What follows belongs to an exercise in optimizing a design on an open flow for small area; a production flow would make more cautious choices. Only simulation tests tie the RTL to the original design; equivalence was not proved. No driver is modelled on the clock port, so clocking that relies on it looks cheaper here than on a real chip. Power is estimated from default activity; no workload was simulated.

==> design.v <==
module btn_debounce (
    input  clk,
    input  reset,
    input  smp,
    input  pcyc,
    input  i_btn,
    output o_btn
);
    reg [3:0] r;
    wire [3:0] n = {r[0], ~r[1], ~r[0] & ~r[3], r[2]};
    always @(posedge clk, posedge reset) begin
        if (reset) begin
            r <= 4'd0;
        end else if (smp) begin
            r <= i_btn ? n : 4'd0;
        end
    end
    assign o_btn = pcyc & r[0] & ~r[1] & ~r[3];
endmodule
module stopwatch_cu (
    input clk,
    input reset,
    input mode,
    input i_btn_run,
    input i_btn_clear,
    output reg o_run,
    output reg o_clear
);
    always @(posedge clk, posedge reset) begin
        if (reset) begin
            o_run   <= 1'b0;
            o_clear <= 1'b0;
        end else if (!mode) begin
            if (o_clear) begin
                if (!i_btn_clear) o_clear <= 1'b0;
            end else if (o_run) begin
                if (i_btn_run) o_run <= 1'b0;
            end else if (i_btn_run) begin
                o_run <= 1'b1;
            end else if (i_btn_clear) begin
                o_clear <= 1'b1;
            end
        end
    end
endmodule
module stopwatch_dp (
    input clk,
    input reset,
    input run,
    input clear,
    input ph,
    output reg [6:0] msec,
    output reg [5:0] sec,
    output reg [5:0] min,
    output reg [4:0] hour,
    output sec_p,
    output min_p
);
    reg tk;
    wire msec_p = msec[6] & msec[5] & msec[2];                
    assign sec_p = sec[5] & sec[4] & sec[3] & sec[2];         
    assign min_p = min[5] & min[4] & min[3] & min[2];         
    wire hour_w = hour[4] & hour[2] & hour[1] & hour[0];      
    always @(posedge clk, posedge reset) begin
        if (reset) begin
            tk <= 1'b0;
            msec <= 0; sec <= 0; min <= 0; hour <= 0;
        end else begin
            tk <= run & ~ph;
            if (clear | msec_p) msec <= 7'd0;
            else if (tk)        msec <= msec + 7'd1;
            if (clear | sec_p)  sec <= 6'd0;
            else if (msec_p)    sec <= sec + 6'd1;
            if (clear | min_p)  min <= 6'd0;
            else if (sec_p)     min <= min + 6'd1;
            if (clear)          hour <= 5'd0;
            else if (min_p)     hour <= hour_w ? 5'd0 : hour + 5'd1;
        end
    end
endmodule
module watch_cu (
    input clk,
    input reset,
    input mode,
    input i_btn_sec,
    input i_btn_min,
    input i_btn_hour,
    output o_btn_sec,
    output o_btn_min,
    output o_btn_hour
);
    parameter WATCH = 2'b00, SEC_UP = 2'b01, MIN_UP = 2'b10, HOUR_UP = 2'b11;
    reg [1:0] state;
    always @(posedge clk, posedge reset) begin
        if (reset) begin
            state <= WATCH;
        end else if (mode) begin
            case (state)
                WATCH:
                    if (i_btn_sec)       state <= SEC_UP;
                    else if (i_btn_min)  state <= MIN_UP;
                    else if (i_btn_hour) state <= HOUR_UP;
                SEC_UP:  if (!i_btn_sec)  state <= WATCH;
                MIN_UP:  if (!i_btn_min)  state <= WATCH;
                HOUR_UP: if (!i_btn_hour) state <= WATCH;
            endcase
        end
    end
    assign o_btn_sec  = state == SEC_UP;
    assign o_btn_min  = state == MIN_UP;
    assign o_btn_hour = state == HOUR_UP;
endmodule
module watch_dp (
    input clk,
    input reset,
    input tick,
    input btn_sec,
    input btn_min,
    input btn_hour,
    output reg [6:0] msec,
    output reg [5:0] sec,
    output reg [5:0] min,
    output reg [4:0] hour,
    output sec_p,
    output min_p
);
    wire msec_p = msec[6] & msec[5] & msec[2];                
    assign sec_p = sec[5] & sec[4] & sec[3] & sec[2];         
    assign min_p = min[5] & min[4] & min[3] & min[2];         
    wire hour_w = hour[4] & hour[2] & hour[1] & hour[0];      
    wire i_sec  = msec_p | btn_sec;
    wire i_min  = sec_p | btn_min;
    wire i_hour = min_p | btn_hour;
    wire [5:0] sec_b = sec_p ? 6'd0 : sec;
    wire [5:0] min_b = min_p ? 6'd0 : min;
    always @(posedge clk, posedge reset) begin
        if (reset) begin
            msec <= 0; sec <= 0; min <= 0; hour <= 5'd12;
        end else begin
            if (msec_p)    msec <= 7'd0;
            else if (tick) msec <= msec + 7'd1;
            sec <= i_sec ? sec_b + 6'd1 : sec_b;
            min <= i_min ? min_b + 6'd1 : min_b;
            if (i_hour) hour <= hour_w ? 5'd0 : hour + 5'd1;
        end
    end
endmodule
module fnd_controller (
    input [2:0] sel,
    input sw_mode,
    input sw_time_mode,
    input [6:0] s_msec, input [5:0] s_sec, input [5:0] s_min, input [4:0] s_hour,
    input s_sec_p, input s_min_p,
    input [6:0] w_msec, input [5:0] w_sec, input [5:0] w_min, input [4:0] w_hour,
    input w_sec_p, input w_min_p,
    output reg [7:0] fnd_font,
    output reg [3:0] fnd_comm
);
    reg [6:0] v;
    always @(*) begin
        case ({sw_mode, sw_time_mode & ~sel[2], sel[1] & ~sel[2]})
            3'b000: v = s_msec;
            3'b001: v = s_sec_p ? 7'd0 : {1'b0, s_sec};
            3'b010: v = s_min_p ? 7'd0 : {1'b0, s_min};
            3'b011: v = {2'b0, s_hour};
            3'b100: v = w_msec;
            3'b101: v = w_sec_p ? 7'd0 : {1'b0, w_sec};
            3'b110: v = w_min_p ? 7'd0 : {1'b0, w_min};
            default: v = {2'b0, w_hour};
        endcase
    end
    reg [3:0] tens, units;
    integer k;
    always @(*) begin
        tens = 0; units = 0;
        for (k = 6; k >= 0; k = k - 1) begin
            if (tens >= 5) tens = tens + 3;
            if (units >= 5) units = units + 3;
            tens = {tens[2:0], units[3]};
            units = {units[2:0], v[k]};
        end
    end
    wire [3:0] digit = sel[0] ? tens : units;
    wire dot = ~(tens[3] | (tens[2] & (tens[1] | tens[0])));
    always @(*) begin
        case (sel[1:0])
            2'd0: fnd_comm = 4'b1110;
            2'd1: fnd_comm = 4'b1101;
            2'd2: fnd_comm = 4'b1011;
            default: fnd_comm = 4'b0111;
        endcase
    end
    always @(*) begin
        if (sel[2]) begin
            fnd_font = (sel[1:0] == 2'd2 && dot) ? 8'h7f : 8'hff;
        end else begin
            case (digit)
                4'h0: fnd_font = 8'hc0;
                4'h1: fnd_font = 8'hf9;
                4'h2: fnd_font = 8'ha4;
                4'h3: fnd_font = 8'hb0;
                4'h4: fnd_font = 8'h99;
                4'h5: fnd_font = 8'h92;
                4'h6: fnd_font = 8'h82;
                4'h7: fnd_font = 8'hf8;
                4'h8: fnd_font = 8'h80;
                default: fnd_font = 8'h90;
            endcase
        end
    end
endmodule
module Top_stopwatch (
    input clk,
    input reset,
    input btnL,
    input btnR,
    input btnU,
    input btnD,
    input sw_mode,
    input sw_time_mode,
    output [3:0] led,
    output [3:0] fnd_comm,
    output [7:0] fnd_font
);
    assign led = (sw_mode)? (sw_time_mode)?4'b1000:4'b0100:(sw_time_mode)?4'b0010:4'b0001;
    reg       s;
    reg [4:0] e;
    always @(posedge clk, posedge reset) begin
        if (reset) begin
            s <= 1'b0;
            e <= 5'd0;
        end else begin
            s <= 1'b1;
            e <= e - 5'd1;
        end
    end
    wire [4:0] d = ~e;
    wire smp  = s & (&d[3:0]);
    wire pcyc = ~|d[3:0];
    wire w_btnL, w_btnR, w_btnU, w_btnD;
    btn_debounce U_btn_left  (.clk(clk), .reset(reset), .smp(smp), .pcyc(pcyc), .i_btn(btnL), .o_btn(w_btnL));
    btn_debounce U_btn_right (.clk(clk), .reset(reset), .smp(smp), .pcyc(pcyc), .i_btn(btnR), .o_btn(w_btnR));
    btn_debounce U_btn_up    (.clk(clk), .reset(reset), .smp(smp), .pcyc(pcyc), .i_btn(btnU), .o_btn(w_btnU));
    btn_debounce U_btn_down  (.clk(clk), .reset(reset), .smp(smp), .pcyc(pcyc), .i_btn(btnD), .o_btn(w_btnD));
    wire run, clear;
    stopwatch_cu Stopwatch_CU (.clk(clk), .reset(reset), .mode(sw_mode), .i_btn_run(w_btnL), .i_btn_clear(w_btnR), .o_run(run), .o_clear(clear));
    wire [6:0] s_msec; wire [5:0] s_sec, s_min; wire [4:0] s_hour;
    wire s_sec_p, s_min_p;
    stopwatch_dp Stopwatch_DP (.clk(clk), .reset(reset), .run(run), .clear(clear), .ph(d[0]), .msec(s_msec), .sec(s_sec), .min(s_min), .hour(s_hour),
        .sec_p(s_sec_p), .min_p(s_min_p));
    wire w_btn_sec, w_btn_min, w_btn_hour;
    watch_cu U_Watch_CU (.clk(clk), .reset(reset), .mode(sw_mode), .i_btn_sec(w_btnU), .i_btn_min(w_btnD), .i_btn_hour(w_btnL),
        .o_btn_sec(w_btn_sec), .o_btn_min(w_btn_min), .o_btn_hour(w_btn_hour));
    wire [6:0] w_msec; wire [5:0] w_sec, w_min; wire [4:0] w_hour;
    wire w_sec_p, w_min_p;
    watch_dp Watch_DP (.clk(clk), .reset(reset), .tick(s & d[0]), .btn_sec(w_btn_sec), .btn_min(w_btn_min), .btn_hour(w_btn_hour),
        .msec(w_msec), .sec(w_sec), .min(w_min), .hour(w_hour), .sec_p(w_sec_p), .min_p(w_min_p));
    fnd_controller U_Fnd_Ctrl (.sel({3{s}} & d[4:2]), .sw_mode(sw_mode), .sw_time_mode(sw_time_mode),
        .s_msec(s_msec), .s_sec(s_sec), .s_min(s_min), .s_hour(s_hour), .s_sec_p(s_sec_p), .s_min_p(s_min_p),
        .w_msec(w_msec), .w_sec(w_sec), .w_min(w_min), .w_hour(w_hour), .w_sec_p(w_sec_p), .w_min_p(w_min_p),
        .fnd_font(fnd_font), .fnd_comm(fnd_comm));
endmodule
==> flow/run.sh <==
#!/bin/bash
# Standard ORFS flow, with two changes:
#  - after the standard synthesis, the combinational logic is re-mapped by ABC
#    for area (registers untouched), see resynth.sh;
#  - the clock is buffered by pre_cts.tcl (four clkbuf_8, one per group of
#    flip-flops) instead of TritonCTS; port buffers of the smallest buffer.
set -euo pipefail
R=orfs/results/sky130hd/Top_stopwatch/base
bash standard.sh synth > std_synth.log 2>&1
cp $R/1_2_yosys.v std_1_2_yosys.v
bash flow/resynth.sh std_1_2_yosys.v $R/1_2_yosys.v
rm -f $R/1_synth.odb
bash standard.sh synth > synth_odb.log 2>&1
bash standard.sh finish \
  "CTS_ARGS=-sink_clustering_enable -repair_clock_nets -dont_use_dummy_load -buf_list sky130_fd_sc_hd__clkbuf_8" \
  "PRE_CTS_TCL=$PWD/flow/pre_cts.tcl" \
  "BUFFER_PORTS_ARGS=-buffer_cell sky130_fd_sc_hd__buf_1" > finish.log 2>&1
==> flow/abc/ds1.abc <==
strash
&get -n
&deepsyn -J 150 -S 1 -T 300
&dch -f
&nf -a -R 1000
&put
==> flow/abc/ds10.abc <==
strash
&get -n
&deepsyn -J 150 -S 10 -T 300
&dch -f
&nf -a -R 1000
&put
==> flow/abc/ds11.abc <==
strash
&get -n
&deepsyn -J 150 -S 11 -T 300
&dch -f
&nf -a -R 1000
&put
==> flow/abc/ds12.abc <==
strash
&get -n
&deepsyn -J 150 -S 12 -T 300
&dch -f
&nf -a -R 1000
&put
==> flow/abc/ds13.abc <==
strash
&get -n
&deepsyn -J 150 -S 13 -T 300
&dch -f
&nf -a -R 1000
&put
==> flow/abc/ds14.abc <==
strash
&get -n
&deepsyn -J 150 -S 14 -T 300
&dch -f
&nf -a -R 1000
&put
==> flow/abc/ds15.abc <==
strash
&get -n
&deepsyn -J 150 -S 15 -T 300
&dch -f
&nf -a -R 1000
&put
==> flow/abc/ds16.abc <==
strash
&get -n
&deepsyn -J 150 -S 16 -T 300
&dch -f
&nf -a -R 1000
&put
==> flow/abc/ds2.abc <==
strash
&get -n
&deepsyn -J 150 -S 2 -T 300
&dch -f
&nf -a -R 1000
&put
==> flow/abc/ds3.abc <==
strash
&get -n
&deepsyn -J 150 -S 3 -T 300
&dch -f
&nf -a -R 1000
&put
==> flow/abc/ds4.abc <==
strash
&get -n
&deepsyn -J 150 -S 4 -T 300
&dch -f
&nf -a -R 1000
&put
==> flow/abc/ds5.abc <==
strash
&get -n
&deepsyn -J 150 -S 5 -T 300
&dch -f
&nf -a -R 1000
&put
==> flow/abc/ds6.abc <==
strash
&get -n
&deepsyn -J 150 -S 6 -T 300
&dch -f
&nf -a -R 1000
&put
==> flow/abc/ds7.abc <==
strash
&get -n
&deepsyn -J 150 -S 7 -T 300
&dch -f
&nf -a -R 1000
&put
==> flow/abc/ds8.abc <==
strash
&get -n
&deepsyn -J 150 -S 8 -T 300
&dch -f
&nf -a -R 1000
&put
==> flow/abc/ds9.abc <==
strash
&get -n
&deepsyn -J 150 -S 9 -T 300
&dch -f
&nf -a -R 1000
&put
==> flow/pre_cts.tcl <==
# Clock buffering in place of TritonCTS: the clock port drives NG buffers,
# each placed at the centre of a group of flip-flops (k-means on their
# positions) and driving that group's clock pins. TritonCTS then finds the
# clock already buffered and leaves it as it is.
set ng   [expr {[info exists ::env(CLK_GROUPS)] ? $::env(CLK_GROUPS) : 4}]
set bufc [expr {[info exists ::env(CLK_BUF)] ? $::env(CLK_BUF) : "sky130_fd_sc_hd__clkbuf_8"}]
set block [ord::get_db_block]
set clknet [$block findNet clk]
set pins {}
foreach it [$clknet getITerms] {
  if {[$it isInputSignal]} {
    set inst [$it getInst]
    set bb [$inst getBBox]
    lappend pins [list [$inst getName]/[[$it getMTerm] getName] \
      [expr {([$bb xMin] + [$bb xMax]) / 2.0}] [expr {([$bb yMin] + [$bb yMax]) / 2.0}]]
  }
}
set n [llength $pins]
puts "clock sinks: $n, groups: $ng"
# k-means, seeded with points spread along the sorted x order
set sorted [lsort -real -index 1 $pins]
set cx {}; set cy {}
for {set g 0} {$g < $ng} {incr g} {
  set p [lindex $sorted [expr {int(($g + 0.5) * $n / $ng)}]]
  lappend cx [lindex $p 1]; lappend cy [lindex $p 2]
}
for {set iter 0} {$iter < 50} {incr iter} {
  # balanced assignment: closest (sink, group) pairs first, each group
  # taking at most ceil(n / ng) sinks
  set cap [expr {($n + $ng - 1) / $ng}]
  set pairs {}
  set i 0
  foreach p $pins {
    for {set g 0} {$g < $ng} {incr g} {
      set dx [expr {[lindex $p 1] - [lindex $cx $g]}]; set dy [expr {[lindex $p 2] - [lindex $cy $g]}]
      lappend pairs [list [expr {$dx*$dx + $dy*$dy}] $i $g]
    }
    incr i
  }
  set asg [lrepeat $n -1]
  set cnt [lrepeat $ng 0]
  foreach pr [lsort -real -index 0 $pairs] {
    lassign $pr d i g
    if {[lindex $asg $i] >= 0 || [lindex $cnt $g] >= $cap} { continue }
    lset asg $i $g
    lset cnt $g [expr {[lindex $cnt $g] + 1}]
  }
  set ncx {}; set ncy {}
  for {set g 0} {$g < $ng} {incr g} {
    set sx 0; set sy 0; set c 0
    foreach p $pins a $asg { if {$a == $g} { set sx [expr {$sx + [lindex $p 1]}]; set sy [expr {$sy + [lindex $p 2]}]; incr c } }
    if {$c > 0} { lappend ncx [expr {$sx / $c}]; lappend ncy [expr {$sy / $c}] } else { lappend ncx [lindex $cx $g]; lappend ncy [lindex $cy $g] }
  }
  set cx $ncx; set cy $ncy
}
set dbu [$block getDbUnitsPerMicron]
for {set g 0} {$g < $ng} {incr g} {
  set lp {}
  foreach p $pins a $asg { if {$a == $g} { lappend lp [get_pins [lindex $p 0]] } }
  if {[llength $lp] == 0} { continue }
  set x [expr {[lindex $cx $g] / $dbu}]; set y [expr {[lindex $cy $g] / $dbu}]
  puts "clock group $g: [llength $lp] sinks at ($x, $y)"
  insert_buffer -buffer_cell $bufc -net clk -load_pins $lp -location [list $x $y] -buffer_name clkbuf_g$g -net_name clk_g$g
}
==> flow/resynth.sh <==
#!/bin/bash
# Re-map the combinational logic of the standard synthesis netlist for area.
# The registers (instances, names, cell types) and ports are left as they are.
# Several ABC scripts (flow/abc/*.abc) are tried in parallel; the netlist with
# the smallest cell area is kept.
# usage: resynth.sh IN.v OUT.v
set -euo pipefail
IN=$(readlink -f $1); OUT=$(readlink -f $2)
HERE=$(cd $(dirname $0) && pwd)
LIB=$FLOW_HOME/platforms/sky130hd/lib/sky130_fd_sc_hd__tt_025C_1v80.lib
CFG=$FLOW_HOME/platforms/sky130hd/config.mk
DU=""
for c in $(sed -n '/DONT_USE_CELLS/,/^$/p' $CFG | grep -o 'sky130_fd_sc_hd__[a-z0-9_]*'); do DU="$DU -dont_use $c"; done
mkdir -p resynth
cat > resynth/pre.ys <<EOY
read_liberty -ignore_miss_func $LIB
read_verilog $IN
hierarchy -top $FLOW_TOP
setattr -mod -set keep_hierarchy 1 sky130_fd_sc_hd__df* sky130_fd_sc_hd__sdf* sky130_fd_sc_hd__edf* sky130_fd_sc_hd__dl*
flatten
opt_clean -purge
write_rtlil resynth/pre.il
EOY
yosys -s resynth/pre.ys > resynth_pre.log 2>&1
for S in $HERE/abc/*.abc; do
  N=$(basename $S .abc)
  cat > resynth/$N.ys <<EOY
read_rtlil resynth/pre.il
abc -script $S -liberty $LIB $DU
setundef -zero
opt_clean -purge
hilomap -singleton -hicell sky130_fd_sc_hd__conb_1 HI -locell sky130_fd_sc_hd__conb_1 LO
insbuf -buf sky130_fd_sc_hd__buf_4 A X
splitnets
opt_clean -purge
setattr -mod -set blackbox 1 sky130_fd_sc_hd__*
tee -o resynth/$N.stat stat -liberty $LIB
write_verilog -noattr -nohex -nodec resynth/$N.v
EOY
  ( timeout 900 yosys -s resynth/$N.ys > resynth_$N.log 2>&1 || true ) &
  while [ $(jobs -r | wc -l) -ge 4 ]; do sleep 1; done
done
wait
BEST=""; BA=""
for S in $HERE/abc/*.abc; do
  N=$(basename $S .abc)
  A=$(grep -o "Chip area for module '\\\\$FLOW_TOP': [0-9.]*" resynth/$N.stat 2>/dev/null | grep -o '[0-9.]*$' || true)
  echo "$N ${A:-failed}" >> resynth_summary.log
  if [ -n "$A" ] && { [ -z "$BA" ] || awk "BEGIN{exit !($A < $BA)}"; }; then BA=$A; BEST=$N; fi
done
echo "best: $BEST $BA" >> resynth_summary.log
cp resynth/$BEST.v $OUT
==> standard.sh <==
#!/bin/bash
# synth_recipe.tcl (not shown) runs the flow's synth.tcl, then flattens the netlist and writes it again
# the make line also repeats each setting of config.mk as NAME=value (left out here)
make -C /OpenROAD-flow-scripts/flow DESIGN_CONFIG=/design/flow/config.mk WORK_HOME=/design/flow/orfs CLKGATE_MAP_FILE= SYNTH_SCRIPT=/design/flow/synth_recipe.tcl "${@:-finish}"
==> config.mk <==
export PLATFORM = sky130hd
export DESIGN_NAME = Top_stopwatch
export DESIGN_NICKNAME = Top_stopwatch
export VERILOG_FILES = /design/flow/design.v
export SDC_FILE = /design/flow/constraint.sdc
export NUM_CORES = 4
export LEC_CHECK = 0
export CAP_MARGIN = 20
export CORE_MARGIN = 2
export CORE_UTILIZATION = 85
export PLACE_DENSITY = 0.92
export SLEW_MARGIN = 20
==> constraint.sdc <==
create_clock -name core_clock -period 15.0 [get_ports {clk}]
set_input_delay 3.0000 -clock core_clock [delete_from_list [all_inputs] [get_ports {clk}]]
set_output_delay 3.0000 -clock core_clock [all_outputs]
set_load 0.01 [all_outputs]
==> results of run 1 <==
==> summary.md, run 1 <==
| Metric | Value |
|---|---|
| Status | stopped before the end |
| Fail Step | 3_1_place_gp_skip_io |
| Run Error | [ERROR GPL-0301] Utilization 102.500 % exceeds 100%. |
| Placement Rows | 23 |
| Die Span Y | 69.51 um |
| Post-Syn Instances | 396 |
| Synth warn | 7 |
| Die Wd | 69.51 um |
| Syn Area/Cell | 9.210 sq um |
| Post-synthesis instance area | 0.003647 sq mm |
| Mapped Nets | 404 |
| Initial core utilization | 0.8989 |
==> run 2: changes to the inputs <==
--- a/config.mk
+++ b/config.mk
@@ -8,5 +8,5 @@
 export CAP_MARGIN = 20
 export CORE_MARGIN = 2
-export CORE_UTILIZATION = 85
-export PLACE_DENSITY = 0.92
+export CORE_UTILIZATION = 70
+export PLACE_DENSITY = 0.85
 export SLEW_MARGIN = 20
==> summary.md, run 2 <==
| Metric | Value |
|---|---|
| RSZ-0062 raised after global routing | no |
| # DRC | 0 |
| Critical Path Max Stage Delay | 0.35 ns |
| Hold Crit Class | reg2reg |
| Largest net degree at the start of global routing | 76 |
| Setup-failing EPs final | 0 |
| Final Max Tran Viols | 0 |
| Crit Path Category | in2out |
| Biggest regs | Stopwatch_DP.msec x7, Watch_DP.msec x7 |
| Max rail drop VDD | 0.09220 mV |
| Routed Antenna Nets | 0 |
| Max Clk Rate | 93.93 MHz |
| Commonest non-fill, non-tap cell in the layout | dfrtp_1 |
| Post-Syn Instances | 396 (unchanged) |
| WP data arrival | 7.65 ns |
| DRT iter0 DRCs | 351 |
| Die Wd | 76.18 um (was 69.51 um) |
| Routability cong. | 0.8914 |
| Total wire length | 8138 um |
| Core Area | 0.005075 sq mm |
| Critical-path maximum fanout | 15 |
| CTS resizes | 0 |
| Die area | 0.005803 sq mm |
| Minimum clock period after layout | 10.65 ns |
| Synth-to-Final Area Change | 6.484% |
| First-pass GRT wire length | 13690 um |
| Cell family with most CP delay | compound AO/OA/AOI/OAI gates |
| Global route overflow | 0 |
| Clk pin slew, worst setup/hold paths | 0.10 ns |
| WP data required | 12.00 ns |
| Setup TNS | 0 ns |
| Synth warn | 7 (unchanged) |
| Most frequent cells in the layout | 73 x dfrtp_1, 56 x nand2_1, 44 x a21oi_1 |
| Worst skew pair latency | 0.17 ns |
| Vias per cell | 6.395 |
| Critical-path top delay cell | and2_0 |
| Startpoint Class | input pin |
| CP endpoint kind | primary output |
| Num ports | 24 |
| Post-route clock skew | 0.01227 ns |
| Status | complete, no violations (was stopped before the end) |
| Crit-path cells | buf_1, and2_0, and3_1, a222oi_1, a21boi_0, o21ai_0, and2_0, nor2_1, nor2_1, xor2_1, nor2_1, mux2i_1, nand2_1, a21oi_1, nand2b_1, o311a_1, a21oi_1, clkinv_1, nor2_1, nor2_1, a31oi_1, a21boi_0, a21boi_0, buf_1 |
| Total Routing Usage GR | 0.2804 |
| Ant diodes | 0 |
| Initial core utilization | 0.7187 (was 0.8989) |
| Post-synthesis instance area | 0.003647 sq mm (unchanged) |
| Die Span Y | 76.18 um (was 69.51 um) |
| Port Buffers | 23 |
| Max-Cap Viols | 0 |
| Final number of hold-violating endpoints | 0 |
| WL/cell | 16.47 um |
| Max-slew headroom | 0.3861 |
| Setup Buffers After CTS | 0 |
| Post-CTS Hold Buffers | 0 |
| Worst slew pin tran | 0.9208 ns |
| Mapped Nets | 404 (unchanged) |
| Pre-antenna DRT Iters | 6 |
| Fill count | 354 |
| Pleak | 1.746 nW |
| Post-layout util | 0.7653 |
| Syn Area/Cell | 9.210 sq um (unchanged) |
| Pwr Density | 113.0 mW/mm^2 |
| Hpwl dp | 6005 um |
| Initial antenna violation count | 0 |
| Layout cells sized above 1 | 0.01887 |
| Most used cell along the critical path | nor2_1 |
| Vias in the first global route | 2935 |
| Vias | 3159 |
| Layout Nets | 434 |
| Final period util | 0.7098 |
| Worst path buffer plus inverter count | 3 |
| Placement Rows | 26 (was 23) |
| Hold_ws | 0.4924 ns |
[run 2: power breakdown]
group / internal (W) / total (W) / switching (W)
clock network: 0.0000250 / 0.0000749 / 0.0000499
logic: 0.0000467 / 0.000119 / 0.0000726
registers: 0.000222 / 0.000245 / 0.0000221
total: 0.000294 / 0.000439 / 0.000145
[run 2: per-stage QoR]
step	instances	instance area (sq um)	worst slack [ns]	total power, W
2_1_floorplan	396	3647	5.116	0.0003318
3_3_place_gp	490	3829	4.790	0.0003590
3_5_place_dp	490	3829	4.432	0.0003656
4_1_cts	494	3884	4.418	0.0004208
5_1_grt	494	3884	3.831	0.0004628
6_report	494	3884	4.354	0.0004387
[run 2: per-layer routing]
metal / vias to the layer above / routed length (um) / part of all wire / GRT usage
met1: 1510 / 3624 / 0.45 / 0.4139
met2: 130 / 3895 / 0.48 / 0.4795
met3: 18 / 508 / 0.062 / 0.01777
met4: 0 / 110 / 0.014 / 0.03818
li1: 1501 / - / - / -
met5: - / 0 / 0 / 0
[run 2: layout make-up, clock buffers not listed]
class,count,area [sq um],area share
repair buffers,24,93.84,0.02416
flip-flops and latches,75,1879,0.4839
well taps,70,87.58,0.02255
multi-input cells,312,1734,0.4465
inverters,9,33.78,0.008698
[run 2: worst paths after layout]
| kind | startpoint | endpoint | slack (ns) | cells after the start |
|---|---|---|---|---|
| worst max-delay path | sw_mode | fnd_font[0] | 4.35 | 24 |
| worst min-delay path | U_btn_right.r[3] | U_btn_right.r[1] | 0.49 | 1 |
| worst max register to register | e[2] | U_btn_right.r[3] | 12.83 | 3 |
| worst min register to register | U_btn_right.r[3] | U_btn_right.r[1] | 0.49 | 1 |
| max in group asynchronous | reset | Stopwatch_DP.min[1] | 11.33 | 3 |
| min in group asynchronous | reset | e[3] | 3.08 | 3 |
[run 2: worst reg2reg max path: cells and delay by family (launching register included)]
kind               cells  cell delay [ns]
and+or+nand+nor        2             1.22
DFF                    1             0.46
AOI/OAI and AO/OA      1             0.38
==> run 3: changes to the inputs <==
--- a/flow/run.sh
+++ b/flow/run.sh
@@ -9,5 +9,12 @@
 bash standard.sh synth > std_synth.log 2>&1
 cp $R/1_2_yosys.v std_1_2_yosys.v
-bash flow/resynth.sh std_1_2_yosys.v $R/1_2_yosys.v
+# the same synthesis without the adder mapping, and with ABC's area script,
+# as other starting points for the re-mapping (same registers)
+sed "s|WORK_HOME=[^ ]*|WORK_HOME=$PWD/orfs_na|" standard.sh > std_na.sh
+sed "s|WORK_HOME=[^ ]*|WORK_HOME=$PWD/orfs_aa|" standard.sh > std_aa.sh
+bash std_na.sh synth ADDER_MAP_FILE= > na_synth.log 2>&1 || true
+bash std_aa.sh synth ABC_AREA=1 > aa_synth.log 2>&1 || true
+B=results/sky130hd/Top_stopwatch/base
+bash flow/resynth.sh $R/1_2_yosys.v std_1_2_yosys.v orfs_na/$B/1_2_yosys.v orfs_aa/$B/1_2_yosys.v
 rm -f $R/1_synth.odb
 bash standard.sh synth > synth_odb.log 2>&1
==> flow/resynth.sh (replaced) <==
#!/bin/bash
# Re-map the combinational logic of synthesis netlists for area. Each input
# netlist (the standard synthesis, and the same synthesis with other ORFS
# settings, which gives the same registers) is flattened to simple gates, its
# registers (instances, names, cell types) kept as they are; then several
# ABC scripts (flow/abc/*.abc) are tried on each, in parallel. The netlist with
# the smallest cell area whose registers equal the standard synthesis's is kept.
# usage: resynth.sh OUT.v STD.v [OTHER.v ...]
set -euo pipefail
OUT=$(readlink -f $1); shift
HERE=$(cd $(dirname $0) && pwd)
LIB=$FLOW_HOME/platforms/sky130hd/lib/sky130_fd_sc_hd__tt_025C_1v80.lib
CFG=$FLOW_HOME/platforms/sky130hd/config.mk
DU=""
for c in $(sed -n '/DONT_USE_CELLS/,/^$/p' $CFG | grep -o 'sky130_fd_sc_hd__[a-z0-9_]*'); do DU="$DU -dont_use $c"; done
flops() { grep -oE 'sky130_fd_sc_hd__(df|sdf|edf|dlx|dlr)[a-z0-9_]* +[^ ]+' $1 | sed 's/  */ /g' | sort; }
mkdir -p resynth
flops $1 > resynth/std_flops.txt
k=0
for IN in "$@"; do
  [ -s "$IN" ] || continue
  k=$((k+1))
  cat > resynth/pre$k.ys <<EOY
read_liberty -ignore_miss_func $LIB
read_verilog $(readlink -f $IN)
hierarchy -top $FLOW_TOP
setattr -mod -set keep_hierarchy 1 sky130_fd_sc_hd__df* sky130_fd_sc_hd__sdf* sky130_fd_sc_hd__edf* sky130_fd_sc_hd__dlx* sky130_fd_sc_hd__dlr*
flatten
opt_clean -purge
write_rtlil resynth/pre$k.il
EOY
  yosys -s resynth/pre$k.ys > resynth_pre$k.log 2>&1 || continue
  for S in $HERE/abc/*.abc; do
    N=p$k.$(basename $S .abc)
    cat > resynth/$N.ys <<EOY
read_rtlil resynth/pre$k.il
abc -script $S -liberty $LIB $DU
setundef -zero
opt_clean -purge
hilomap -singleton -hicell sky130_fd_sc_hd__conb_1 HI -locell sky130_fd_sc_hd__conb_1 LO
insbuf -buf sky130_fd_sc_hd__buf_4 A X
splitnets
opt_clean -purge
setattr -mod -set blackbox 1 sky130_fd_sc_hd__*
tee -o resynth/$N.stat stat -liberty $LIB
write_verilog -noattr -nohex -nodec resynth/$N.v
EOY
    ( timeout 900 yosys -s resynth/$N.ys > resynth_$N.log 2>&1 || true ) &
    while [ $(jobs -r | wc -l) -ge 4 ]; do sleep 1; done
  done
done
wait
BEST=""; BA=""
for ST in resynth/*.stat; do
  N=$(basename $ST .stat)
  A=$(grep -o "Chip area for module '\\\\$FLOW_TOP': [0-9.]*" $ST | grep -o '[0-9.]*$' || true)
  if [ -n "$A" ] && ! cmp -s <(flops resynth/$N.v) resynth/std_flops.txt; then A=""; echo "$N registers differ" >> resynth_summary.log; fi
  echo "$N ${A:-failed}" >> resynth_summary.log
  if [ -n "$A" ] && { [ -z "$BA" ] || awk "BEGIN{exit !($A < $BA)}"; }; then BA=$A; BEST=$N; fi
done
echo "best: $BEST $BA" >> resynth_summary.log
cp resynth/$BEST.v $OUT
==> summary.md, run 3 <==
| Metric | Value |
|---|---|
| Vias | 3159 (unchanged) |
| Total wire length | 8138 um (unchanged) |
| Pleak | 1.746 nW (unchanged) |
| CP endpoint kind | primary output (unchanged) |
| Layout cells sized above 1 | 0.01887 (unchanged) |
| Setup Buffers After CTS | 0 (unchanged) |
| Initial antenna violation count | 0 (unchanged) |
| Sequential share of power | 0.558 (about the same) |
| Crit Path Category | in2out (unchanged) |
| Clk pin slew, worst setup/hold paths | 0.10 ns (about the same) |
| Largest net degree at the start of global routing | 76 (unchanged) |
| Global route overflow | 0 (unchanged) |
| WP data arrival | 7.65 ns (about the same) |
| Critical-path maximum fanout | 15 (unchanged) |
| Dpl ws | 4.432 ns (unchanged) |
| Commonest non-fill, non-tap cell in the layout | dfrtp_1 (unchanged) |
| Fill count | 354 (unchanged) |
| Vias in the first global route | 2935 (unchanged) |
| Syn Area/Cell | 9.210 sq um (unchanged) |
| Num ports | 24 (unchanged) |
| Final period util | 0.7098 (unchanged) |
| WL/cell | 16.47 um (unchanged) |
| Crit. Startpoint | sw_mode (unchanged) |
| First-pass GRT wire length | 13690 um (unchanged) |
| Hold Crit Class | reg2reg (unchanged) |
| # DRC | 0 (unchanged) |
| Synth warn | 7 (unchanged) |
| Total Routing Usage GR | 0.2804 (unchanged) |
| Cell area after layout | 0.003884 sq mm (unchanged) |
| Placed cell area | 0.003829 sq mm (unchanged) |
| Final Max Tran Viols | 0 (unchanged) |
| Die Wd | 76.18 um (unchanged) |
| Startpoint Class | input pin (unchanged) |
| Synth-to-Final Area Change | 6.484% (unchanged) |
| Mapped Nets | 404 (unchanged) |
| WP data required | 12.00 ns (about the same) |
| Core Area | 0.005075 sq mm (unchanged) |
| Combinational power share | 0.272 (about the same) |
| RSZ-0062 raised after global routing | no (unchanged) |
| Max-Cap Viols | 0 (unchanged) |
| Max rail drop VDD | 0.09220 mV (unchanged) |
| Ant diodes | 0 (unchanged) |
| Pre-antenna DRT Iters | 6 (unchanged) |
| Routability cong. | 0.8914 (unchanged) |
| Setup-failing EPs final | 0 (unchanged) |
| Setup WS post-layout | 4.354 ns (unchanged) |
| Worst R2R Start | e[2] (unchanged) |
| Max-slew headroom | 0.3861 (unchanged) |
| Post-route clock skew | 0.01227 ns (unchanged) |
| Post-Syn Instances | 396 (unchanged) |
| Routed Antenna Nets | 0 (unchanged) |
| Placement Rows | 26 (unchanged) |
| Final number of hold-violating endpoints | 0 (unchanged) |
| Status | complete, no violations (unchanged) |
| Beginning of the worst hold path | U_btn_right.r[3] (unchanged) |
| Minimum clock period after layout | 10.65 ns (unchanged) |
| Biggest regs | Stopwatch_DP.msec x7, Watch_DP.msec x7 (unchanged) |
| Post-synthesis instance area | 0.003647 sq mm (unchanged) |
| Worst skew pair latency | 0.17 ns (about the same) |
| Switching power | 0.0001446 W (unchanged) |
| Initial core utilization | 0.7187 (unchanged) |
| Layout Nets | 434 (unchanged) |
| Most frequent cells in the layout | 73 x dfrtp_1, 56 x nand2_1, 44 x a21oi_1 (unchanged) |
| Die Span Y | 76.18 um (unchanged) |
| DRT iter0 DRCs | 351 (unchanged) |
| Post-CTS Hold Buffers | 0 (unchanged) |
| Max Clk Rate | 93.93 MHz (unchanged) |
| Setup TNS | 0 ns (unchanged) |
| Switching Fraction | 0.3296 (unchanged) |
| CTS resizes | 0 (unchanged) |
| Port Buffers | 23 (unchanged) |
| Die area | 0.005803 sq mm (unchanged) |
| Worst slew pin tran | 0.9208 ns (unchanged) |
| Power Total | 0.0004387 W (unchanged) |
| Hpwl dp | 6005 um (unchanged) |
| Vias per cell | 6.395 (unchanged) |
| Cell internal pwr | 0.0002941 W (unchanged) |
| Hold_ws | 0.4924 ns (unchanged) |
| Clock Power Share | 0.171 (about the same) |
| Pwr Density | 113.0 mW/mm^2 (unchanged) |
-- run 3: power by group through the flow --
stage | sequential [W] | combinational [W] | clock, W
final | 0.000245 | 0.000119 | 0.0000749
after CTS | 0.000248 | 0.000118 | 0.0000547
after floorplan | 0.000240 | 0.0000915 | 0
after global routing | 0.000248 | 0.000133 | 0.0000819
after global placement | 0.000247 | 0.000112 | 0
after detailed placement | 0.000248 | 0.000118 | 0
-- run 3: metal layers --
layer | wire length, um | global-route usage
met3 | 508 | 0.01777
met5 | 0 | 0
met4 | 110 | 0.03818
met2 | 3895 | 0.4795
met1 | 3624 | 0.4139
-- run 3: worst max-delay path: stages --
cell and delay [ns]:
buf_1 0.24, and2_0 0.35, and3_1 0.30, a222oi_1 0.35
a21boi_0 0.21, o21ai_0 0.19, and2_0 0.22, nor2_1 0.18
nor2_1 0.09, xor2_1 0.14, nor2_1 0.23, mux2i_1 0.33
nand2_1 0.10, a21oi_1 0.22, nand2b_1 0.16, o311a_1 0.16
a21oi_1 0.06, clkinv_1 0.09, nor2_1 0.06, nor2_1 0.11
a31oi_1 0.13, a21boi_0 0.32, a21boi_0 0.23, buf_1 0.17
-- run 3: final timing paths --
kind                                       endpoint  slack (ns)  cells past startpoint
min in group asynchronous                      e[3]        3.08                      3
max in group asynchronous       Stopwatch_DP.min[1]       11.33                      3
worst min register to register     U_btn_right.r[1]        0.49                      1
worst max-delay path                    fnd_font[0]        4.35                     24
worst max register to register     U_btn_right.r[3]       12.83                      3
worst min-delay path               U_btn_right.r[1]        0.49                      1
-- run 3: through the flow --
stage               std cells  utilization
CTS                       494       0.7653
finish                    494       0.7653
detailed placement        490       0.7544
global route              494       0.7653
floorplan                 396            -
global placement          490       0.7544
-- run 3: final cells by class, clock buffers not listed --
cell class              instances  area [sq um]  share of cell area
well taps                      70         87.58             0.02255
flip-flops and latches         75          1879              0.4839
repair buffers                 24         93.84             0.02416
inverters                       9         33.78            0.008698
multi-input cells             312          1734              0.4465
==> run 4: changes to the inputs <==
--- a/design.v
+++ b/design.v
@@ -170,17 +170,8 @@
         endcase
     end
-    reg [3:0] tens, units;
-    integer k;
-    always @(*) begin
-        tens = 0; units = 0;
-        for (k = 6; k >= 0; k = k - 1) begin
-            if (tens >= 5) tens = tens + 3;
-            if (units >= 5) units = units + 3;
-            tens = {tens[2:0], units[3]};
-            units = {units[2:0], v[k]};
-        end
-    end
+    wire [3:0] tens = v / 7'd10;
+    wire [3:0] units = v[3:0] - {tens[2:0], 1'b0} - {tens[0], 3'b0};
     wire [3:0] digit = sel[0] ? tens : units;
-    wire dot = ~(tens[3] | (tens[2] & (tens[1] | tens[0])));
+    wire dot = ~(tens[3] & ~tens[1] | (tens[2] & (tens[1] | tens[0])));
     always @(*) begin
         case (sel[1:0])
@@ -205,5 +196,6 @@
                 4'h7: fnd_font = 8'hf8;
                 4'h8: fnd_font = 8'h80;
-                default: fnd_font = 8'h90;
+                4'h9: fnd_font = 8'h90;
+                default: fnd_font = 8'hc0;
             endcase
         end
==> summary.md, run 4 <==
| Metric | Value |
|---|---|
| Critical-path top delay cell | buf_1 (was and2_0) |
| Initial antenna violation count | 0 (unchanged) |
| Most used cell along the critical path | nand2_1 (was nor2_1) |
| Post-CTS Hold Buffers | 0 (unchanged) |
| Layout Nets | 428 (was 434) |
| Post-route clock skew | 0.005674 ns (was 0.01227 ns) |
| Worst path buffer plus inverter count | 2 (was 3) |
| Worst Hold End | U_btn_right.r[1] (unchanged) |
| Final period util | 0.6953 (was 0.7098) |
| Synth warn | 7 (unchanged) |
| Placement Rows | 26 (unchanged) |
| CTS resizes | 0 (unchanged) |
| Global route overflow | 0 (unchanged) |
| Pre-antenna DRT Iters | 5 (was 6) |
| Beginning of the worst hold path | U_btn_right.r[3] (unchanged) |
| Most frequent cells in the layout | 73 x dfrtp_1, 49 x nand2_1, 40 x a21oi_1 (was 73 x dfrtp_1, 56 x nand2_1, 44 x a21oi_1) |
| Worst slew pin tran | 0.9742 ns (was 0.9208 ns) |
| Pwr Density | 137.8 mW/mm^2 (was 113.0 mW/mm^2) |
| WP data required | 12.00 ns (about the same) |
| Critical Path Max Stage Delay | 0.57 ns (was 0.35 ns) |
| Vias in the first global route | 2873 (was 2935) |
| Syn Area/Cell | 9.329 sq um (was 9.210 sq um) |
| Ant diodes | 0 (unchanged) |
| Max-Cap Viols | 0 (unchanged) |
| Synth-to-Final Area Change | 6.499% (was 6.484%) |
| Reg2Reg Capture Point | U_btn_left.r[0] (was U_btn_right.r[3]) |
| Crit Path Category | in2out (unchanged) |
| WHS Path Cells | 1 (unchanged) |
| Worst R2R Start | s (was e[2]) |
| Power Total | 0.0005338 W (was 0.0004387 W) |
| Vias per cell | 6.451 (was 6.395) |
| Mapped Nets | 398 (was 404) |
| Num ports | 24 (unchanged) |
| DRT iter0 DRCs | 367 (was 351) |
| Stages on the worst setup path | 17 (was 24) |
| Pleak | 1.732 nW (was 1.746 nW) |
| Port Buffers | 23 (unchanged) |
| Worst skew pair latency | 0.17 ns (about the same) |
| WL/cell | 16.60 um (was 16.47 um) |
| Clk pin slew, worst setup/hold paths | 0.11 ns (was 0.10 ns) |
| Minimum clock period after layout | 10.43 ns (was 10.65 ns) |
| Max rail drop VDD | 0.08960 mV (was 0.09220 mV) |
| Reg2reg setup slack | 12.72 ns (was 12.83 ns) |
| Critical-path maximum fanout | 20 (was 15) |
| Die area | 0.005790 sq mm (was 0.005803 sq mm) |
| Routed Antenna Nets | 0 (unchanged) |
| Initial core utilization | 0.7170 (was 0.7187) |
| Hpwl dp | 6009 um (was 6005 um) |
| Max Clk Rate | 95.88 MHz (was 93.93 MHz) |
| Crit-path cells | buf_1, nand2_1, nor3_1, a221oi_1, nand2_1, o21ai_0, a22oi_1, nor2_1, xnor2_1, xor2_1, a31oi_1, o21ai_0, a21oi_1, a21boi_0, nand2_1, or3_1, buf_1 (was buf_1, and2_0, and3_1, a222oi_1, a21boi_0, o21ai_0, and2_0, nor2_1, nor2_1, xor2_1, nor2_1, mux2i_1, nand2_1, a21oi_1, nand2b_1, o311a_1, a21oi_1, clkinv_1, nor2_1, nor2_1, a31oi_1, a21boi_0, a21boi_0, buf_1) |
| RSZ-0062 raised after global routing | no (unchanged) |
| Total Routing Usage GR | 0.2823 (was 0.2804) |
| Cell family with most CP delay | compound AO/OA/AOI/OAI gates (unchanged) |
| R2R depth | 3 (unchanged) |
| First-pass GRT wire length | 13540 um (was 13690 um) |
| Die Span Y | 76.10 um (was 76.18 um) |
| Setup-failing EPs final | 0 (unchanged) |
| Die Wd | 76.10 um (was 76.18 um) |
| Core Area | 0.005075 sq mm (unchanged) |
| Final number of hold-violating endpoints | 0 (unchanged) |
| Max-slew headroom | 0.3492 (was 0.3861) |
| Hold Crit Class | reg2reg (unchanged) |
| # DRC | 0 (unchanged) |
| Total wire length | 8100 um (was 8138 um) |
| Setup TNS | 0 ns (unchanged) |
| Final Max Tran Viols | 0 (unchanged) |
| Largest net degree at the start of global routing | 76 (unchanged) |
| Post-synthesis instance area | 0.003638 sq mm (was 0.003647 sq mm) |
| Biggest regs | Stopwatch_DP.msec x7, Watch_DP.msec x7 (unchanged) |
| Vias | 3148 (was 3159) |
| CP endpoint kind | primary output (unchanged) |
| Startpoint Class | input pin (unchanged) |
| Commonest non-fill, non-tap cell in the layout | dfrtp_1 (unchanged) |
| Post-Syn Instances | 390 (was 396) |
| Routability cong. | 0.9459 (was 0.8914) |
| Layout cells sized above 1 | 0.01914 (was 0.01887) |
| WP data arrival | 7.43 ns (was 7.65 ns) |
| Status | complete, no violations (unchanged) |
| Setup Buffers After CTS | 0 (unchanged) |
run 4: cell types whose count changed in the layout (fill, tap and decap cells not counted), sizes merged, moves of 4 or more:
| cell | change |
|---|---|
| a21oi | -4 |
| a221oi | +5 |
| a222oi | -5 |
| and2 | -8 |
| nand2 | -7 |
| o21ai | +6 |
run 4: area by class of cell, clock buffers not listed:
| cell class | instances | area [sq um] |
|---|---|---|
| fill | 392 | 1200 |
| timing repair buffer | 24 | 93.84 |
| multi-input combinational | 306 | 1725 |
| tap | 70 | 87.58 |
| inverter | 9 | 33.78 |
| sequential | 75 | 1879 |
run 4: power by group:
group | switching, W | total, W | internal (W) | leakage [nW]
sequential | 0.0000429 | 0.000283 | 0.000240 | 0.952
combinational | 0.000108 | 0.000177 | 0.0000687 | 0.752
clock | 0.0000497 | 0.0000747 | 0.0000249 | 0.0288
run 4: worst reg2reg max path: cells and delay by family (launching register included):
kind | cells | cell delay, ns
and+or+nand+nor | 2 | 1.36
DFF | 1 | 0.44
AOI/OAI and AO/OA | 1 | 0.38
run 4: worst max-delay path by stage:
stage                       startpoint  slack [ns]     endpoint
after floorplan           sw_time_mode        5.60  fnd_font[4]
after global placement         sw_mode        5.00  fnd_font[4]
after detailed placement       sw_mode        4.75  fnd_font[4]
after CTS                      sw_mode        4.70  fnd_font[4]
after global routing           sw_mode        4.01  fnd_font[4]
final                          sw_mode        4.57  fnd_font[4]
run 4: layer usage:
layer | part of all wire | track usage
met2 | 0.50 | 0.4795
met4 | 0.012 | 0.04909
met1 | 0.42 | 0.4118
met3 | 0.063 | 0.02251
met5 | 0 | 0
run 4: stage by stage:
step / utilization / instances / cell area (sq um) / hold slack [ns] / setup WS (ns)
global placement: 0.7527 / 484 / 3820 / 0.4726 / 5.004
CTS: 0.7636 / 488 / 3875 / 0.4823 / 4.704
finish: 0.7636 / 488 / 3875 / 0.4981 / 4.571
detailed placement: 0.7527 / 484 / 3820 / 0.4840 / 4.748
global route: 0.7636 / 488 / 3875 / 0.4939 / 4.012
floorplan: - / 390 / 3638 / 0.4507 / 5.596
==> run 5: changes to the inputs <==
--- a/design.v
+++ b/design.v
@@ -90,5 +90,5 @@
     output o_btn_hour
 );
-    parameter WATCH = 2'b00, SEC_UP = 2'b01, MIN_UP = 2'b10, HOUR_UP = 2'b11;
+    localparam WATCH = 2'd1, SEC_UP = 2'd3, MIN_UP = 2'd2, HOUR_UP = 2'd0;
     reg [1:0] state;
     always @(posedge clk, posedge reset) begin
@@ -103,5 +103,5 @@
                 SEC_UP:  if (!i_btn_sec)  state <= WATCH;
                 MIN_UP:  if (!i_btn_min)  state <= WATCH;
-                HOUR_UP: if (!i_btn_hour) state <= WATCH;
+                default: if (!i_btn_hour) state <= WATCH;
             endcase
         end
==> flow/abc/ds17.abc (new file) <==
strash
&get -n
&deepsyn -J 150 -S 17 -T 300
&dch -f
&nf -a -R 1000
&put
==> flow/abc/ds18.abc (new file) <==
strash
&get -n
&deepsyn -J 150 -S 18 -T 300
&dch -f
&nf -a -R 1000
&put
==> flow/abc/ds19.abc (new file) <==
strash
&get -n
&deepsyn -J 150 -S 19 -T 300
&dch -f
&nf -a -R 1000
&put
==> flow/abc/ds20.abc (new file) <==
strash
&get -n
&deepsyn -J 150 -S 20 -T 300
&dch -f
&nf -a -R 1000
&put
==> flow/abc/ds21.abc (new file) <==
strash
&get -n
&deepsyn -J 150 -S 21 -T 300
&dch -f
&nf -a -R 1000
&put
==> flow/abc/ds22.abc (new file) <==
strash
&get -n
&deepsyn -J 150 -S 22 -T 300
&dch -f
&nf -a -R 1000
&put
==> flow/abc/ds23.abc (new file) <==
strash
&get -n
&deepsyn -J 150 -S 23 -T 300
&dch -f
&nf -a -R 1000
&put
==> flow/abc/ds24.abc (new file) <==
strash
&get -n
&deepsyn -J 150 -S 24 -T 300
&dch -f
&nf -a -R 1000
&put
==> summary.md, run 5 <==
| Metric | Value |
|---|---|
| Setup Buffers After CTS | 0 (unchanged) |
| Vias per cell | 6.374 (was 6.451) |
| Die Wd | 76.25 um (was 76.10 um) |
| Pwr Density | 129.1 mW/mm^2 (was 137.8 mW/mm^2) |
| Largest net degree at the start of global routing | 76 (unchanged) |
| Mapped Nets | 404 (was 398) |
| Critical-path top delay cell | nor4_1 (was buf_1) |
| Routability cong. | 0.9656 (was 0.9459) |
| Minimum clock period after layout | 11.33 ns (was 10.43 ns) |
| First-pass GRT wire length | 14370 um (was 13540 um) |
| Final Max Tran Viols | 0 (unchanged) |
| CP endpoint kind | primary output (unchanged) |
| Die Span Y | 76.25 um (was 76.10 um) |
| Setup-failing EPs final | 0 (unchanged) |
| Highest Signal Layer | met4 (unchanged) |
| Status | complete, no violations (unchanged) |
| Placement Rows | 26 (unchanged) |
| Hold Crit Class | reg2reg (unchanged) |
| Port Buffers | 23 (unchanged) |
| Most used cell along the critical path | o21ai_0 (was nand2_1) |
| WL/cell | 16.75 um (was 16.60 um) |
| Routed Antenna Nets | 0 (unchanged) |
| Hpwl dp | 6195 um (was 6009 um) |
| Metal-1 WL | 3640 um (was 3421 um) |
| Pre-antenna DRT Iters | 8 (was 5) |
| Initial antenna violation count | 0 (unchanged) |
| Met3 wire length | 513 um (was 512 um) |
| Post-CTS Hold Buffers | 0 (unchanged) |
| Ant diodes | 0 (unchanged) |
| Final period util | 0.7556 (was 0.6953) |
| Commonest non-fill, non-tap cell in the layout | dfrtp_1 (unchanged) |
| Syn Area/Cell | 9.226 sq um (was 9.329 sq um) |
| WP data required | 12.00 ns (about the same) |
| DRT iter0 DRCs | 308 (was 367) |
| Setup TNS | 0 ns (unchanged) |
| Core Area | 0.005075 sq mm (unchanged) |
| Biggest regs | Stopwatch_DP.msec x7, Watch_DP.msec x7 (unchanged) |
| Max rail drop VDD | 0.07712 mV (was 0.08960 mV) |
| Critical Path Max Stage Delay | 0.93 ns (was 0.57 ns) |
| Cell family with most CP delay | simple AND/OR/NAND/NOR gates (was compound AO/OA/AOI/OAI gates) |
| Initial core utilization | 0.7199 (was 0.7170) |
| Max-Cap Viols | 0 (unchanged) |
| Total wire length | 8274 um (was 8100 um) |
| Total Routing Usage GR | 0.2971 (was 0.2823) |
| Crit-path cells | buf_1, clkinv_1, nor4_1, a21oi_1, and3_1, nor3_1, nor3_1, o21bai_1, nor2b_1, clkinv_1, nand2_1, o21ai_0, and2_0, nor2_1, xnor2_1, o21ai_0, and2_0, o21ai_0, o311a_1, o21ai_0, and2_0, o21ai_0, mux2i_1, buf_1 (was buf_1, nand2_1, nor3_1, a221oi_1, nand2_1, o21ai_0, a22oi_1, nor2_1, xnor2_1, xor2_1, a31oi_1, o21ai_0, a21oi_1, a21boi_0, nand2_1, or3_1, buf_1) |
| Die area | 0.005813 sq mm (was 0.005790 sq mm) |
| # DRC | 0 (unchanged) |
| Max-slew headroom | 0.3187 (was 0.3492) |
| Startpoint Class | input pin (unchanged) |
| Most frequent cells in the layout | 72 x dfrtp_1, 46 x nand2_1, 40 x nor2_1 (was 73 x dfrtp_1, 49 x nand2_1, 40 x a21oi_1) |
| Met2 wire len | 3907 um (was 4071 um) |
| CTS resizes | 0 (unchanged) |
| Vias in the first global route | 3020 (was 2873) |
| Layout Nets | 434 (was 428) |
| Worst skew pair latency | 0.17 ns (about the same) |
| Clk pin slew, worst setup/hold paths | 0.11 ns (about the same) |
| RSZ-0062 raised after global routing | no (unchanged) |
| Crit Path Category | in2out (unchanged) |
| Max Clk Rate | 88.23 MHz (was 95.88 MHz) |
| Final number of hold-violating endpoints | 0 (unchanged) |
| Fin cells | 494 (was 488) |
| Cell count after placement | 490 (was 484) |
| Pleak | 1.726 nW (was 1.732 nW) |
| Post-synthesis instance area | 0.003654 sq mm (was 0.003638 sq mm) |
| Vias | 3149 (was 3148) |
| Worst path buffer plus inverter count | 4 (was 2) |
| Post-route clock skew | 0.009015 ns (was 0.005674 ns) |
| Num ports | 24 (unchanged) |
| Critical-path maximum fanout | 7 (was 20) |
| Layout cells sized above 1 | 0.02123 (was 0.01914) |
| Worst slew pin tran | 1.013 ns (was 0.9742 ns) |
| Global route overflow | 0 (unchanged) |
| Synth-to-Final Area Change | 6.473% (was 6.499%) |
| Synth warn | 7 (unchanged) |
| WP data arrival | 8.33 ns (was 7.43 ns) |
| Post-Syn Instances | 396 (was 390) |
-- run 5: area by class of cell, clock buffers not listed --
cell class	count	area [sq um]
Sequential cell	75	1881
Fill cell	381	1185
Timing Repair Buffer	24	93.84
Inverter	11	41.29
Tap cell	70	87.58
Multi-Input combinational cell	310	1732
-- run 5: final timing paths --
check,start,endpoint,slack [ns],cells past startpoint
min reg2reg,U_btn_right.r[3],U_btn_right.r[1],0.49,1
max reg2reg,e[3],U_btn_right.r[3],12.83,3
max in group asynchronous,reset,U_btn_down.r[3],11.33,3
min in group asynchronous,reset,Stopwatch_DP.hour[0],3.07,3
max,sw_time_mode,fnd_font[6],3.67,24
min,U_btn_right.r[3],U_btn_right.r[1],0.49,1
-- run 5: where the power goes --
part           switching [W]  total [W]  internal, W  leakage (nW)
sequential         0.0000387   0.000277     0.000239         0.953
clock              0.0000497  0.0000747    0.0000250        0.0288
combinational      0.0000915   0.000150    0.0000586         0.744
total               0.000180   0.000502     0.000322          1.73
-- run 5: per-layer routing --
| metal | GRT usage | vias up |
|---|---|---|
| li1 | - | 1512 |
| met1 | 0.4301 | 1495 |
| met2 | 0.4814 | 116 |
| met3 | 0.03910 | 26 |
| met4 | 0.07818 | 0 |
| met5 | 0 | - |
-- run 5: per-stage QoR --
stage | power [W] | worst slack, ns | utilization | hold slack [ns] | instance area, sq um
after floorplan | 0.0003821 | 5.155 | - | 0.4507 | 3654
after global placement | 0.0004189 | 4.165 | 0.7557 | 0.4652 | 3835
after detailed placement | 0.0004289 | 3.842 | 0.7557 | 0.4763 | 3835
after CTS | 0.0004844 | 3.838 | 0.7665 | 0.4793 | 3890
after global routing | 0.0005369 | 3.060 | 0.7665 | 0.5188 | 3890
final | 0.0005022 | 3.666 | 0.7665 | 0.4948 | 3890

## re-timing with driven ports
The results above use ideal ports. As a check the final layouts listed here were re-extracted and re-timed, cells and wires unchanged.
Step 1: set_driving_cell puts a clkbuf_16 on clk and a buf_2 on each other input, an assumption about the parent block.
Step 2 times the ports against the registers' clock, not the clock port: input delays grow and output delays shrink by t, the midpoint of the rising clock arrivals with the driver on.
Three values: ideal ports, drivers, drivers and shift; two values: the first two.
| run | shift t [ns] | setup WS [ns] | hold WS [ns] |
|---|---|---|---|
| run 2 | 0.225 | 4.354 / 4.334 / 4.334 | 0.492 / 0.492 / 0.492 |
| run 3 | 0.225 | 4.354 / 4.334 / 4.334 | 0.492 / 0.492 / 0.492 |
| run 4 | 0.221 | 4.571 / 4.547 / 4.547 | 0.498 / 0.498 / 0.498 |
| run 5 | 0.223 | 3.666 / 3.628 / 3.628 | 0.495 / 0.495 / 0.495 |
After both steps every run listed still meets setup and hold. For run 5, which loses most, drivers alone change the setup slack by -0.038 ns; drivers and shift together by -0.038 ns.
